From an optimization exercise on the open Yosys and OpenROAD flow, aimed at small area; shortcuts taken in it are not production practice. Only simulation tests tie the RTL to the original design; equivalence was not proved.

<file path="config.mk">
export PLATFORM = sky130hd
export DESIGN_NAME = MULTI_32bit
export DESIGN_NICKNAME = MULTI_32bit
export VERILOG_FILES = /design/flow/design.v
export SDC_FILE = /design/flow/constraint.sdc
export NUM_CORES = 4
export LEC_CHECK = 0
export CAP_MARGIN = 20
export CORE_MARGIN = 2
export CORE_UTILIZATION = 40
export SLEW_MARGIN = 20
</file>
<file path="constraint.sdc">
create_clock -name core_clock -period 8.0 [get_ports {clk}]
set_input_delay 1.6000 -clock core_clock [delete_from_list [all_inputs] [get_ports {clk}]]
set_output_delay 1.6000 -clock core_clock [all_outputs]
set_load 0.01 [all_outputs]
</file>
<file path="design.v">
module MULTI_32bit(clk, rst,A, B, F);
   input clk, rst;
   input [31:0]A;
   input [31:0]B;
   output [31:0]F;
   reg [31:0]F;
reg [62:0] P1;
reg [66:0] P2;
reg [31:1] P3;
wire [1:0]sign;
wire [49:0]mantissa;
assign sign = A[31]+B[31];
always @ ( posedge clk )
begin
	P1[0] <= (sign == 1'b1) ? 1'b1 : 1'b0;
	P1[31:1] <= A[30:0];
	P1[62:32] <= B[30:0];
	P2[0] <= P1[0];
	P2[50:1] <= P1[23:1] * P1[54:32];
	P2[58:51] <= P1[31:24];
	P2[66:59] <= P1[62:55];
	F[31] <= P2[0];
	F[30:0] <= P3[31:1];
end
always @ (*)
begin
	if(P2[50:24] == 0) begin
	   P3[23:1] = P2[23:1];
	   P3[31:24] = P2[58:51] + P2[66:59] - 8'b01111111 + 8'h00;
	end
	else if(P2[50] == 1) begin
	   P3[23:1] = P2[49:27];
	   P3[31:24] = P2[58:51] + P2[66:59] - 8'b01111111 + 8'h1a;
	end
	else if(P2[49] == 1) begin
	   P3[23:1] = P2[48:26];
	   P3[31:24] = P2[58:51] + P2[66:59] - 8'b01111111 + 8'h19;
	end
	else if(P2[48] == 1) begin
	   P3[23:1] = P2[47:25];
	   P3[31:24] = P2[58:51] + P2[66:59] - 8'b01111111 + 8'h18;
	end
	else if(P2[47] == 1) begin
	   P3[23:1] = P2[46:24];
	   P3[31:24] = P2[58:51] + P2[66:59] - 8'b01111111 + 8'h17;
	end			
	else if(P2[46] == 1) begin
	   P3[23:1] = P2[45:23];
	   P3[31:24] = P2[58:51] + P2[66:59] - 8'b01111111 + 8'h16;
	end	
	else if(P2[45] == 1) begin
	   P3[23:1] = P2[44:22];
	   P3[31:24] = P2[58:51] + P2[66:59] - 8'b01111111 + 8'h15;
	end	
	else if(P2[44] == 1) begin
	   P3[23:1] = P2[43:21];
	   P3[31:24] = P2[58:51] + P2[66:59] - 8'b01111111 + 8'h14;
	end
	else if(P2[43] == 1) begin
	   P3[23:1] = P2[42:20];
	   P3[31:24] = P2[58:51] + P2[66:59] - 8'b01111111 + 8'h13;
	end
	else if(P2[42] == 1) begin
	   P3[23:1] = P2[41:19];
	   P3[31:24] = P2[58:51] + P2[66:59] - 8'b01111111 + 8'h12;
	end
	else if(P2[41] == 1) begin
	   P3[23:1] = P2[40:18];
	   P3[31:24] = P2[58:51] + P2[66:59] - 8'b01111111 + 8'h11;
	end
	else if(P2[40] == 1) begin
	   P3[23:1] = P2[39:17];
	   P3[31:24] = P2[58:51] + P2[66:59] - 8'b01111111 + 8'h10;
	end
	else if(P2[39] == 1) begin
	   P3[23:1] = P2[38:16];
	   P3[31:24] = P2[58:51] + P2[66:59] - 8'b01111111 + 8'h0f;
	end
	else if(P2[38] == 1) begin
	   P3[23:1] = P2[37:15];
	   P3[31:24] = P2[58:51] + P2[66:59] - 8'b01111111 + 8'h0e;
	end
	else if(P2[37] == 1) begin
	   P3[23:1] = P2[36:14];
	   P3[31:24] = P2[58:51] + P2[66:59] - 8'b01111111 + 8'h0d;
	end
	else if(P2[36] == 1) begin
	   P3[23:1] = P2[35:13];
	   P3[31:24] = P2[58:51] + P2[66:59] - 8'b01111111 + 8'h0c;
	end
	else if(P2[35] == 1) begin
	   P3[23:1] = P2[34:12];
	   P3[31:24] = P2[58:51] + P2[66:59] - 8'b01111111 + 8'h0b;
	end
	else if(P2[34] == 1) begin
	   P3[23:1] = P2[33:11];
	   P3[31:24] = P2[58:51] + P2[66:59] - 8'b01111111 + 8'h0a;
	end
	else if(P2[33] == 1) begin
	   P3[23:1] = P2[32:10];
	   P3[31:24] = P2[58:51] + P2[66:59] - 8'b01111111 + 8'h09;
	end
	else if(P2[32] == 1) begin
	   P3[23:1] = P2[31:09];
	   P3[31:24] = P2[58:51] + P2[66:59] - 8'b01111111 + 8'h08;
	end
	else if(P2[31] == 1) begin
	   P3[23:1] = P2[30:08];
	   P3[31:24] = P2[58:51] + P2[66:59] - 8'b01111111 + 8'h07;
	end
	else if(P2[30] == 1) begin
	   P3[23:1] = P2[29:07];
	   P3[31:24] = P2[58:51] + P2[66:59] - 8'b01111111 + 8'h06;
	end
	else if(P2[29] == 1) begin
	   P3[23:1] = P2[28:06];
	   P3[31:24] = P2[58:51] + P2[66:59] - 8'b01111111 + 8'h05;
	end
	else if(P2[28] == 1) begin
	   P3[23:1] = P2[27:05];
	   P3[31:24] = P2[58:51] + P2[66:59] - 8'b01111111 + 8'h04;
	end
	else if(P2[27] == 1) begin
	   P3[23:1] = P2[26:04];
	   P3[31:24] = P2[58:51] + P2[66:59] - 8'b01111111 + 8'h03;
	end
	else if(P2[26] == 1) begin
	   P3[23:1] = P2[25:03];
	   P3[31:24] = P2[58:51] + P2[66:59] - 8'b01111111 + 8'h02;
	end
	else begin
	   P3[23:1] = P2[24:02];
	   P3[31:24] = P2[58:51] + P2[66:59] - 8'b01111111 + 8'h01;
	end
end
endmodule
</file>
<file path="run.sh">
#!/bin/bash
# synth_recipe.tcl (not shown) runs the flow's synth.tcl, then flattens the netlist and writes it again
# the make line also repeats each setting of config.mk as NAME=value (left out here)
make -C /OpenROAD-flow-scripts/flow DESIGN_CONFIG=/design/flow/config.mk WORK_HOME=/design/flow/orfs CLKGATE_MAP_FILE= SYNTH_SCRIPT=/design/flow/synth_recipe.tcl finish
</file>
==> results.sh <==
export IMPL_post_cts_resized_instances=0
export IMPL_cts_tree="built"
export IMPL_grt_use_total=0.241
export IMPL_timing_final_ws_setup_ps=582
export IMPL_max_slew_margin_rel=0.0572
export IMPL_final_cell_mix="inv_1 (543), nand2_1 (443), fa_1 (439), and2_1 (230), ha_1 (203)"
export IMPL_diodes=0
export IMPL_layout_cells_non_filler=4301
export IMPL_synth_top_area_share=0.312
export IMPL_dp_worst_setup_slack_ps=591
export IMPL_chipHeight_um=269
export IMPL_drt_initial_drc_count=2421
export IMPL_period_share=0.927
export IMPL_detail_route_wl_per_cell_um=20.2
export IMPL_timing_critical_path_to_type="flip-flop"
export IMPL_syn_inst=3414
export IMPL_cts_made_buffers=17
export IMPL_wire_length_of_the_first_global_routing_pass_um=139000
export IMPL_cts_setup_buffers=0
export IMPL_die_width_um=269
export IMPL_clk_path_buf_depth=2
export IMPL_cap_violations=0
export IMPL_hold_ws_ps=329
export IMPL_synth_fp_nets=4122
export IMPL_worst_endpoint_required_ps=8420
export IMPL_rsz0062_at_grt="false"
export IMPL_clk_root_buffer_cell="clkbuf_16"
export IMPL_fp_row_count=97
export IMPL_start_util=0.403
export IMPL_synth_seq_area_share=0.112
export IMPL_grt_max_degree=61
export IMPL_worst_endpoint_arrival_ps=7840
export IMPL_maxSlewViolCount=0
export IMPL_yosysWarningCount=1
export IMPL_final_period_minus_worst_setup_slack_ps=7420
export IMPL_synth_distinct_cells=85
export IMPL_gr_usage_met3=0.0451
export IMPL_clock_sinks=158
export IMPL_rr_worst_depth=23
export IMPL_routed_wirelength_um=86800
export IMPL_syn2layout_area_growth_pct=8.30
export IMPL_timing_worst_setup_path_type="reg2reg"
export IMPL_hold_path_class="reg2reg"
export IMPL_r2r_path_start="P1[41]$_DFF_P_"
export IMPL_max_slew_worst_pin_slew_ps=1380
export IMPL_route_detailed_drc=0
export IMPL_core_area_um2=69900
export IMPL_antenna_violating_nets_post_route=0
export IMPL_drtPass1Iterations=9
export IMPL_mostFrequentLayoutCell="inv_1"
export IMPL_antenna_found_initial=2
export IMPL_final_core_utilization=0.436
export IMPL_critPathLaunchType="flip-flop"
export IMPL_grt_remaining_overflow=0
export IMPL_synth_edff_count=0
export IMPL_worst_r2r_setup_slack_ps=580
export IMPL_crit_fanout=17
export IMPL_vias_per_cell=5.66
export IMPL_critical_path_endpoint="P2[45]$_DFF_P_"
export IMPL_number_of_synthesized_register_bits=158
export IMPL_tns_ps=0
export IMPL_post_synth_cell_area_avg_um2=8.25
export IMPL_grt_pass1_vias=24600
export IMPL_r2r_end="P2[45]$_DFF_P_"
export IMPL_synth_largest_area_cell="fa_1"
export IMPL_run_status="complete, no violations"
export IMPL_io_buffers=96
export IMPL_async_reset_ff_frac=0
export IMPL_hold_viol_final=0
export IMPL_synth_area_top_cells="fa_1 (31%), dfxtp_1 (11%), ha_1 (9.0%)"
export IMPL_route_vias_total=24400
export IMPL_fp_dieArea_um2=72500
export IMPL_dp_hpwl_um=64000
export IMPL_finClkSkew_ps=29.0
export IMPL_grtUsageMet1=0.316
export IMPL_holdBufCountCts=0
export IMPL_final_net_count=4056
export IMPL_numPlacedInstances=4269
export IMPL_postSynth_topFlopCell="dfxtp_1"
export IMPL_syn_cell_area_um2=28200
export IMPL_setup_worst_path_start="P1[41]$_DFF_P_"
export IMPL_place_congestion=0.939
export IMPL_filler_cell_count=7020
export IMPL_clk_pin_slew_ps=70
export IMPL_drive_above_1_share=0.0458
export IMPL_max_freq_mhz=135
export IMPL_ioPinCount=98
export IMPL_grt_busiest_layer="met2"
export IMPL_clkLatencyLatePin_ps=520
export IMPL_grt_met2_usage=0.388
export IMPL_setup_violations_final=0
export IMPL_cts_htree_levels=4
==> state kept, by name, indices dropped and copies added, names as in the netlist <==
signal	cells
P1	63
P2	63
F	32
==> cells by family (layout without fill, tap and decap cells) <==
kind of cell | after synthesis | in the layout | share of synthesized area
DFF | 158 | 158 | 0.112
xor gates and xnor gates | 78 | 78 | 0.0247
and+or+nand+nor | 960 | 960 | 0.161
AOI/OAI and AO/OA | 730 | 730 | 0.178
muxes | 26 | 26 | 0.00951
adders and majority gates | 642 | 642 | 0.402
buffers and inverters | 820 | 767 | 0.112
==> synthesized netlist by cell type (all sizes together) (17+ instances only) <==
| cell | count |
|---|---|
| o221ai | 24 |
| a21oi | 193 |
| nand2b | 17 |
| inv | 545 |
| nand3 | 32 |
| o211ai | 28 |
| a22o | 18 |
| nor2 | 130 |
| nand2 | 444 |
| dfxtp | 158 |
| and2 | 230 |
| o311ai | 32 |
| fa | 439 |
| clkbuf | 222 |
| o22ai | 26 |
| o31ai | 31 |
| a31oi | 31 |
| a211oi | 60 |
| mux2i | 20 |
| a221oi | 38 |
| o21a | 17 |
| a22oi | 18 |
| buf | 46 |
| ha | 203 |
| nor2b | 27 |
| xnor2 | 63 |
| o21ai | 105 |
| nor3 | 41 |
==> stage by stage <==
stage / cell area, um^2
after floorplan: 28200
after global placement: 29900
after detailed placement: 29900
after CTS: 30500
after global routing: 30500
final: 30500
==> worst min path at each step <==
stage / from / end / depth (start not counted)
floorplan: P2[0]$_DFF_P_ / F[31]$_DFF_P_ / 0
global placement: P1[62]$_DFF_P_ / P2[66]$_DFF_P_ / 0
detailed placement: P2[0]$_DFF_P_ / F[31]$_DFF_P_ / 0
CTS: P1[56]$_DFF_P_ / P2[60]$_DFF_P_ / 0
global route: P1[56]$_DFF_P_ / P2[60]$_DFF_P_ / 0
finish: P1[27]$_DFF_P_ / P2[54]$_DFF_P_ / 0
==> critical path, stage by stage, from the launching register on <==
cell,delay [ps]
dfxtp_1,840
buf_4,280
nand2_1,80
fa_1,550
inv_1,60
fa_1,530
inv_1,50
fa_1,490
inv_1,50
fa_1,600
fa_1,450
fa_1,490
inv_1,50
fa_1,470
inv_1,40
ha_1,370
a21o_1,230
a21oi_1,270
o21ai_0,180
a21oi_1,400
o41a_2,250
o211ai_2,110
a311oi_1,340
xnor2_1,150
==> layer usage <==
metal | wire (um) | up-vias
met4 | 3900 | 0
li1 | - | 11000
met5 | 0 | -
met2 | 39700 | 1124
met1 | 36200 | 12000
met3 | 7050 | 257
==> area by class of cell <==
type                    instances  area, um^2  area share
multi-input cells            2436       21800       0.716
flip-flops and latches        158        3170       0.104
inverters                     552        2070      0.0680
repair buffers                183        1610      0.0529
well taps                     940        1180      0.0386
clock buffers                  17         425      0.0139
clock inverters                15         200     0.00656

-- port drivers added, routing unchanged --
How much do the figures lean on ideal ports? The routed layout below was timed once more, with nothing changed but the port constraints. Step 1 assumes that a clkbuf_16 drives the clock port and a buf_2 every other input. Step 2 times the ports against the registers' clock, not the clock port: input delays grow and output delays shrink by t, the midpoint of the rising clock arrivals with the driver on. Three values: ideal ports, drivers, drivers and shift; two values: the first two.
t (ns): 0.567
setup slack, ns: 0.582 / 0.582 / 0.582
worst register clock-pin slew, ns: 0.09 / 0.09
worst data-port slew with drivers (ns): 0.04
cell pins on the clock port's net: 1
After both steps this run still meets setup and hold. For this run, drivers alone change the setup slack by 0.000 ns; drivers and shift together by 0.000 ns.
